From an optimization exercise on the open Yosys and OpenROAD flow, aimed at small area and a short achievable clock period; shortcuts taken in it are not production practice.
Where RTL was checked, it was by simulation tests only, not by an equivalence proof against the original.
Power figures rest on the tool's default switching activity, not on a simulated workload.

## trial 61
==> module dfa_post, before the edit <==
module dfa_post(
    input         sx, input [10:0] ex, input [51:0] mx, input [52:0] ty,
    input  [5:0]  dsh, input big, input sub, input tie, input hz, input lzero,
    output [63:0] r
);
    wire        invx = sub & tie;               
    wire        invy = sub & ~tie;              
    wire        s1 = sx ^ (sub & (tie | hz));
    wire        inf = &ex;                      
    wire [52:0] tx = {|ex, mx};
    wire [52:0] t3 = ty >> (dsh | {6{big}});     
    wire [53:0] sum;
    sigadd u_add(.x({invx, tx ^ {53{invx}}}), .y({invy, t3 ^ {53{invy}}}), .cin(sub), .sum(sum));
    wire [5:0]  sh;
    lzc54 u_lzc(.x({sum[53], sum[52] | lzero, sum[51:0]}), .n(sh));
    wire        zres = sh[5] & sh[4] & sh[2] & sh[1];    
    wire [53:0] nrm = sum << sh;
    wire [10:0] e1p = ex + 11'd1;
    wire [4:0]  eh1 = e1p[10:6] - 5'd1;
    wire [6:0]  el  = {1'b0, e1p[5:0]} - {1'b0, sh};
    wire [10:0] e   = {el[6] ? eh1 : e1p[10:6], el[5:0]};
    assign r[63]    = ~inf & ~zres & s1;
    assign r[62:52] = inf ? 11'h7ff : (zres ? 11'd0 : e);
    assign r[51:0]  = {52{inf}} | nrm[52:1];
endmodule
==> module fp64_add, before the edit <==
module fp64_add(input clk, input [63:0] a, input [63:0] b, output reg [63:0] s);
    wire        sx_d, big_d, sub_d, tie_d, hz_d, lzero_d;
    wire [10:0] ex_d;
    wire [51:0] mx_d;
    wire [52:0] ty_d;
    wire [5:0]  dsh_d;
    reg         sx_q, big_q, sub_q, tie_q, hz_q, lzero_q;
    reg  [10:0] ex_q;
    reg  [51:0] mx_q;
    reg  [52:0] ty_q;
    reg  [5:0]  dsh_q;
    wire [63:0] r;
    dfa_pre  u_pre(.a(a), .b(b), .sx(sx_d), .ex(ex_d), .mx(mx_d), .ty(ty_d), .dsh(dsh_d), .big(big_d),
                   .sub(sub_d), .tie(tie_d), .hz(hz_d), .lzero(lzero_d));
    dfa_post u_post(.sx(sx_q), .ex(ex_q), .mx(mx_q), .ty(ty_q), .dsh(dsh_q), .big(big_q), .sub(sub_q),
                    .tie(tie_q), .hz(hz_q), .lzero(lzero_q), .r(r));
    always @(posedge clk) begin
        sx_q    <= sx_d;
        ex_q    <= ex_d;
        mx_q    <= mx_d;
        ty_q    <= ty_d;
        dsh_q   <= dsh_d;
        big_q   <= big_d;
        sub_q   <= sub_d;
        tie_q   <= tie_d;
        hz_q    <= hz_d;
        lzero_q <= lzero_d;
        s       <= r;
    end
endmodule
==> flow/config.mk <==
export PLATFORM = sky130hd
export DESIGN_NAME = fp64_add
export DESIGN_NICKNAME = fp64_add
export VERILOG_FILES = /design/flow/design.v
export SDC_FILE = /design/flow/constraint.sdc
export NUM_CORES = 4
export LEC_CHECK = 0
export CAP_MARGIN = 20
export CORE_MARGIN = 2
export CORE_UTILIZATION = 25
export SLEW_MARGIN = 20
==> flow/constraint.sdc <==
create_clock -name core_clock -period 30.0 [get_ports {clk}]
set_input_delay 6.0000 -clock core_clock [delete_from_list [all_inputs] [get_ports {clk}]]
set_output_delay 6.0000 -clock core_clock [all_outputs]
set_load 0.01 [all_outputs]
standard.sh (not shown) runs the stock make flow with config.mk's settings and CLKGATE_MAP_FILE= SYNTH_SCRIPT=/design/flow/synth_recipe.tcl, a recipe that flattens the netlist after the stock synthesis.
==> flow/flow/run.sh <==
#!/bin/bash
# Layout flow: the standard flow with an area-oriented ABC mapping script
# (flow/abc.script replaces ORFS's abc_speed.script; registers unchanged),
# plain buffers on the ports, a denser floorplan, and timing repair that
# aims for setup slack of 21.5 ns at the design's clock.
set -euo pipefail
cp -r "$FLOW_HOME/scripts" scripts_mod
cp flow/abc.script scripts_mod/abc_speed.script
bash standard.sh SCRIPTS_DIR="$PWD/scripts_mod" \
  "BUFFER_PORTS_ARGS=-buffer_cell sky130_fd_sc_hd__buf_1" \
  CORE_UTILIZATION=45 SETUP_SLACK_MARGIN=21.5 CTS_BUF_LIST=sky130_fd_sc_hd__clkbuf_8 ADDER_MAP_FILE= finish > standard.log 2>&1
==> flow/flow/abc.script <==
strash
dch
map -a
topo
stime -c
For trial 39, these inputs were changed with respect to trial 61:
-- flow/design.v --
<<< trial 61, line 152
    input         sx, input [10:0] ex, input [51:0] mx, input [52:0] ty,
    input  [5:0]  dsh, input big, input sub, input tie, input hz, input lzero,
    output [63:0] r
);
    wire        invx = sub & tie;               
    wire        invy = sub & ~tie;              
    wire        s1 = sx ^ (sub & (tie | hz));
    wire        inf = &ex;                      
    wire [52:0] tx = {|ex, mx};
    wire [52:0] t3 = ty >> (dsh | {6{big}});     
>>> trial 39, line 152
    input         sx, input [10:0] ex, input [51:0] mx, input [52:0] ty,
    input  [5:0]  dsh, input big, input sub, input tie, input hz, input lzero,
    output [52:0] p,          
    output [1:0]  k,          
    output [11:0] se,         
    output        inf         
);
    wire        invx = sub & tie;               
    wire        invy = sub & ~tie;              
    wire        s1 = sx ^ (sub & (tie | hz));
    assign      inf = &ex;                      
    wire [52:0] tx = {|ex, mx};
    wire [52:0] t3 = ty >> (dsh | {6{big}});     
<<< trial 61, line 165
    lzc54 u_lzc(.x({sum[53], sum[52] | lzero, sum[51:0]}), .n(sh));
    wire        zres = sh[5] & sh[4] & sh[2] & sh[1];    
    wire [53:0] nrm = sum << sh;
    wire [10:0] e1p = ex + 11'd1;
    wire [4:0]  eh1 = e1p[10:6] - 5'd1;
    wire [6:0]  el  = {1'b0, e1p[5:0]} - {1'b0, sh};
    wire [10:0] e   = {el[6] ? eh1 : e1p[10:6], el[5:0]};
    assign r[63]    = ~inf & ~zres & s1;
    assign r[62:52] = inf ? 11'h7ff : (zres ? 11'd0 : e);
    assign r[51:0]  = {52{inf}} | nrm[52:1];
endmodule
module fp64_add(input clk, input [63:0] a, input [63:0] b, output reg [63:0] s);
    wire        sx_d, big_d, sub_d, tie_d, hz_d, lzero_d;
    wire [10:0] ex_d;
>>> trial 39, line 168
    lzc54 u_lzc(.x({sum[53], sum[52] | lzero, sum[51:0]}), .n(sh));
    wire        zres = sh[5] & sh[4] & sh[2] & sh[1];    
    wire [53:0] nrm4 = sum << {sh[5:2], 2'b00};
    assign      p = nrm4[52:0];
    assign      k = sh[1:0];
    wire [10:0] e1p = ex + 11'd1;
    wire [4:0]  eh1 = e1p[10:6] - 5'd1;
    wire [6:0]  el  = {1'b0, e1p[5:0]} - {1'b0, sh};
    wire [10:0] e   = {el[6] ? eh1 : e1p[10:6], el[5:0]};
    assign se[11]   = ~inf & ~zres & s1;
    assign se[10:0] = inf ? 11'h7ff : (zres ? 11'd0 : e);
endmodule
module dfa_out(input [52:0] p, input [1:0] k, input inf, output [51:0] m);
    wire [52:0] q = p << k;
    assign m = {52{inf}} | q[52:1];
endmodule
module fp64_add(input clk, input [63:0] a, input [63:0] b, output [63:0] s);
    wire        sx_d, big_d, sub_d, tie_d, hz_d, lzero_d;
    wire [10:0] ex_d;
<<< trial 61, line 185
    reg  [52:0] ty_q;
    reg  [5:0]  dsh_q;
    wire [63:0] r;
    dfa_pre  u_pre(.a(a), .b(b), .sx(sx_d), .ex(ex_d), .mx(mx_d), .ty(ty_d), .dsh(dsh_d), .big(big_d),
                   .sub(sub_d), .tie(tie_d), .hz(hz_d), .lzero(lzero_d));
    dfa_post u_post(.sx(sx_q), .ex(ex_q), .mx(mx_q), .ty(ty_q), .dsh(dsh_q), .big(big_q), .sub(sub_q),
                    .tie(tie_q), .hz(hz_q), .lzero(lzero_q), .r(r));
    always @(posedge clk) begin
        sx_q    <= sx_d;
>>> trial 39, line 193
    reg  [52:0] ty_q;
    reg  [5:0]  dsh_q;
    wire [52:0] p_d;
    wire [1:0]  k_d;
    wire [11:0] se_d;
    wire        inf_d;
    reg  [52:0] p_q;
    reg  [1:0]  k_q;
    reg  [11:0] se_q;
    reg         inf_q;
    dfa_pre  u_pre(.a(a), .b(b), .sx(sx_d), .ex(ex_d), .mx(mx_d), .ty(ty_d), .dsh(dsh_d), .big(big_d),
                   .sub(sub_d), .tie(tie_d), .hz(hz_d), .lzero(lzero_d));
    dfa_post u_post(.sx(sx_q), .ex(ex_q), .mx(mx_q), .ty(ty_q), .dsh(dsh_q), .big(big_q), .sub(sub_q),
                    .tie(tie_q), .hz(hz_q), .lzero(lzero_q), .p(p_d), .k(k_d), .se(se_d), .inf(inf_d));
    dfa_out  u_out(.p(p_q), .k(k_q), .inf(inf_q), .m(s[51:0]));
    assign s[63:52] = se_q;
    always @(posedge clk) begin
        sx_q    <= sx_d;
<<< trial 61, line 201
        hz_q    <= hz_d;
        lzero_q <= lzero_d;
        s       <= r;
    end
endmodule
>>> trial 39, line 218
        hz_q    <= hz_d;
        lzero_q <= lzero_d;
        p_q     <= p_d;
        k_q     <= k_d;
        se_q    <= se_d;
        inf_q   <= inf_d;
    end
endmodule
Results
- Side by side, weighted congestion reported at the end of routability-driven placement turned out higher in trial 39 than in trial 61.
- Of trial 39 and trial 61, it is trial 39 that has the higher HPWL after detailed placement.
- All of trial 39 and trial 61 finish clean.
- Between trial 39 and trial 61, it is trial 39 whose worst setup slack is higher, by 0.15 ns.
- Relative to trial 61, the final instance area measured on trial 39 has decreased slightly.
- Between trial 39 and trial 61, sequential cell count is lower for trial 61, trial 39 comes in above that.
- Trial 61 reports its highest-delay cell along the critical path as sky130_fd_sc_hd__nor2_4 while trial 39 reports sky130_fd_sc_hd__a221oi_2.
- The synthesized area per cell of trial 39 falls short of that of trial 61 by about 1.4%.
- Compare trial 39 and trial 61 | combinational power share higher: trial 61
- Trial 39 vs. trial 61: placed cell area went up by 60 um2.
- Total power divided by cell area, trial 39 and trial 61: smaller value in trial 39
No functional check of the RTL was part of trial 61.

-- static timing again, ports no longer ideal --
The results above use ideal ports. As a check the final layouts listed here were re-extracted and re-timed, cells and wires unchanged.
Step 1 (the two cells are an assumption about what drives the block):
set clk [get_ports {clk}]
set_driving_cell -lib_cell sky130_fd_sc_hd__clkbuf_16 $clk
set_driving_cell -lib_cell sky130_fd_sc_hd__buf_2 [delete_from_list [all_inputs] $clk]
Step 2 also shifts input and output timing later by t, the mid clock arrival at the registers, as if the neighbouring blocks saw the same clock.
Three values: ideal, step 1, step 2; two values: the first two.
| run | t (ns) | slack for setup (ns) | slew at the worst register clock pin (ns) |
|---|---|---|---|
| trial 61 | 0.579 | 21.556 / 21.543 / 20.964 | 0.12 / 0.12 |
| trial 39 | 0.575 | 21.709 / 21.713 / 21.162 | 0.11 / 0.11 |
After both steps every run listed still meets setup and hold. The setup slack of trial 61, which loses most, moves by -0.013 ns with the drivers and by -0.592 ns with both steps.
